This design comes from an exercise in tuning for small area and a short achievable clock period on the open sky130 flow, not from production work.
Only simulation tests tie the RTL to the original design; equivalence was not proved.

Setup of sierra:
==> flow/design.v (excerpt) <==
module final_top (clk,reset,data1,data2,data3,data4,data5,data6,data7,data8,data9,data10,data11,data12,data13,data14,data15,data16,wr1,wr2,wr3,wr4,wr5,wr6,wr7,wr8,wr9,wr10,wr11,wr12,wr13,wr14,wr15,wr16,datao1,datao2,datao3,datao4,datao5,datao6,datao7,datao8,datao9,datao10,datao11,datao12,datao13,datao14,datao15,datao16);
==> module final_top, before the edit <==
module final_top (clk,reset,data1,data2,data3,data4,data5,data6,data7,data8,data9,data10,data11,data12,data13,data14,data15,data16,wr1,wr2,wr3,wr4,wr5,wr6,wr7,wr8,wr9,wr10,wr11,wr12,wr13,wr14,wr15,wr16,datao1,datao2,datao3,datao4,datao5,datao6,datao7,datao8,datao9,datao10,datao11,datao12,datao13,datao14,datao15,datao16);
input clk, reset;
input [7:0] data1,data2,data3,data4,data5,data6,data7,data8,data9,data10,data11,data12,data13,data14,data15,data16;
input wr1,wr2,wr3,wr4,wr5,wr6,wr7,wr8,wr9,wr10,wr11,wr12,wr13,wr14,wr15,wr16;
output [7:0] datao1,datao2,datao3,datao4,datao5,datao6,datao7,datao8,datao9,datao10,datao11,datao12,datao13,datao14,datao15,datao16;
wire [127:0] din = {data16,data15,data14,data13,data12,data11,data10,data9,data8,data7,data6,data5,data4,data3,data2,data1};
wire [15:0] wrv = {wr16,wr15,wr14,wr13,wr12,wr11,wr10,wr9,wr8,wr7,wr6,wr5,wr4,wr3,wr2,wr1};
wire [127:0] dout;
assign datao1 = dout[7:0];
assign datao2 = dout[15:8];
assign datao3 = dout[23:16];
assign datao4 = dout[31:24];
assign datao5 = dout[39:32];
assign datao6 = dout[47:40];
assign datao7 = dout[55:48];
assign datao8 = dout[63:56];
assign datao9 = dout[71:64];
assign datao10 = dout[79:72];
assign datao11 = dout[87:80];
assign datao12 = dout[95:88];
assign datao13 = dout[103:96];
assign datao14 = dout[111:104];
assign datao15 = dout[119:112];
assign datao16 = dout[127:120];
reg [3:0] c;
always @(posedge clk or negedge reset)
  if (!reset) c <= 4'd0;
  else        c <= c + 4'd1;
wire [143:0] g;      
genvar j;
generate for (j = 0; j < 16; j = j + 1) begin : q
  reg  [7:0] e [0:6];
  reg  [2:0] n;
  reg        pop;
  wire [7:0] d  = din[8*j+7:8*j];
  wire       w  = wrv[j];
  wire [2:0] m  = n - {2'd0, pop};    
  wire [7:0] en [0:6];                
  genvar k;
  for (k = 0; k < 7; k = k + 1) begin : s
    wire ld = (m <= k);
    wire sh = pop & ~ld;
    wire hd = ~pop & ~ld;
    wire [7:0] nx = (k == 6) ? d : e[(k + 1) % 7];
    assign en[k] = ({8{ld}} & d) | ({8{sh}} & nx) | ({8{hd}} & e[k]);
    always @(posedge clk)
      e[k] <= en[k];
  end
  wire       byp = (m == 3'd0);
  wire [7:0] hn  = en[0];             
  wire [3:0] want = c + 4'd1 - j;
  wire       mn  = (~byp | w) & (hn[3:0] == want);
  assign g[9*j+8:9*j] = {mn, hn};
  always @(posedge clk or negedge reset)
    if (!reset) begin
      n <= 3'd0; pop <= 1'b0;
    end else begin
      n   <= m + {2'd0, w};
      pop <= mn;
    end
end endgenerate
wire [79:0] z0, z1, z2, z3, z4;
genvar o;
generate for (o = 0; o < 16; o = o + 1) begin : r
  assign z0[5*o+4:5*o] = {g[9*((17 - o) % 16)+8:9*((17 - o) % 16)+4]};
  assign z1[5*o+4:5*o] = c[0] ? z0[5*((o + 15) % 16)+4:5*((o + 15) % 16)] : z0[5*o+4:5*o];
  assign z2[5*o+4:5*o] = c[1] ? z1[5*((o + 14) % 16)+4:5*((o + 14) % 16)] : z1[5*o+4:5*o];
  assign z3[5*o+4:5*o] = c[2] ? z2[5*((o + 12) % 16)+4:5*((o + 12) % 16)] : z2[5*o+4:5*o];
  assign z4[5*o+4:5*o] = c[3] ? z3[5*((o + 8) % 16)+4:5*((o + 8) % 16)] : z3[5*o+4:5*o];
  reg [3:0] hi;      
  always @(posedge clk or negedge reset)
    if (!reset) hi <= 4'd0;
    else        hi <= z4[5*o+3:5*o] & {4{z4[5*o+4]}};
  assign dout[8*o+7:8*o+4] = hi;
  genvar b;
  for (b = 0; b < 4; b = b + 1) begin : lo
    if (o & (1 << b)) begin : one
      obit f (.clk(clk), .reset(reset), .d(z4[5*o+4]), .q(dout[8*o+b]));
    end else begin : zero
      assign dout[8*o+b] = 1'b0;
    end
  end
end endgenerate
endmodule
==> flow/config.mk <==
export PLATFORM = sky130hd
export DESIGN_NAME = final_top
export DESIGN_NICKNAME = final_top
export VERILOG_FILES = /design/flow/design.v
export SDC_FILE = /design/flow/constraint.sdc
export NUM_CORES = 4
export LEC_CHECK = 0
export ABC_AREA = 1
export CAP_MARGIN = 40
export CORE_MARGIN = 2
export CORE_UTILIZATION = 60
export CTS_CLUSTER_DIAMETER = 80
export CTS_CLUSTER_SIZE = 24
export SLEW_MARGIN = 30
export SYNTH_HIERARCHICAL = 1
==> flow/constraint.sdc <==
create_clock -name core_clock -period 11.0 [get_ports {clk}]
set_input_delay 2.2000 -clock core_clock [delete_from_list [all_inputs] [get_ports {clk}]]
set_output_delay 2.2000 -clock core_clock [all_outputs]
set_load 0.01 [all_outputs]
standard.sh (not shown) runs the stock make flow with config.mk's settings and CLKGATE_MAP_FILE= SYNTH_SCRIPT=/design/flow/synth_recipe.tcl, a recipe that flattens the netlist after the stock synthesis.
==> flow/flow/run.sh <==
#!/bin/bash
# Standard synthesis, then the standard layout steps with plain buffers on
# the ports and a larger setup repair margin, so that repair_timing works
# towards a shorter period than the clock's.
set -e
bash standard.sh synth > synth.log 2>&1
export SETUP_SLACK_MARGIN=${MARGIN:-7.5}
export BUFFER_PORTS_ARGS="-buffer_cell sky130_fd_sc_hd__buf_2"
bash standard.sh finish > layout.log 2>&1
For juniper, these inputs were changed with respect to sierra:
--- a/flow/design.v
+++ b/flow/design.v
@@ -37,9 +37,9 @@
   wire [2:0] m  = n - {2'd0, pop};    
   wire [7:0] en [0:6];                
   genvar k;
   for (k = 0; k < 7; k = k + 1) begin : s
-    wire ld = (m <= k);
+    wire ld = (m == k);
     wire sh = pop & ~ld;
     wire hd = ~pop & ~ld;
     wire [7:0] nx = (k == 6) ? d : e[(k + 1) % 7];
     assign en[k] = ({8{ld}} & d) | ({8{sh}} & nx) | ({8{hd}} & e[k]);
Findings:
sierra and juniper all finish clean. juniper ends up with a total length of routed met3 wires that is 100 µm higher than in sierra. Comparing average vias per placed instance for sierra and juniper, the bigger number came from juniper. Of sierra and juniper, the run reporting the higher global-route met3 utilization was sierra. On number of cells on the worst reg-to-reg path: between sierra and juniper, it ends up higher for juniper. Looking at total global-route track usage, juniper sits 0.40 points lower than sierra does.

[separate check: timing with driven ports]
No port has a modelled driver above. Below, the same layouts with a new extraction and two added sets of constraints. Step 1 sets driving cells, clkbuf_16 on the clock port and buf_2 on the other inputs (assumed; they add their load-dependent delay and slew). Step 2 adds t to the input delays and takes it off the output delays; t is the mean of the earliest and latest rising clock arrival at the registers after step 1. Input paths then give back, and output paths get back, about the clock's delay inside the block. Three values: ideal, step 1, step 2; two values: the first two.
| run | shift t [ns] | slack for setup (ns) | worst setup path after step 2 | worst register clock-pin slew, ns | pins driven straight from the clock port |
|---|---|---|---|---|---|
| sierra | 0.700 | 7.490 / 7.419 / 6.921 | input to register | 0.10 / 0.10 | 1 |
| juniper | 0.714 | 7.484 / 7.414 / 6.874 | input to register | 0.11 / 0.11 | 1 |
After both steps every run listed still meets setup and hold. For juniper, which loses most, drivers alone change the setup slack by -0.070 ns; drivers and shift together by -0.610 ns.
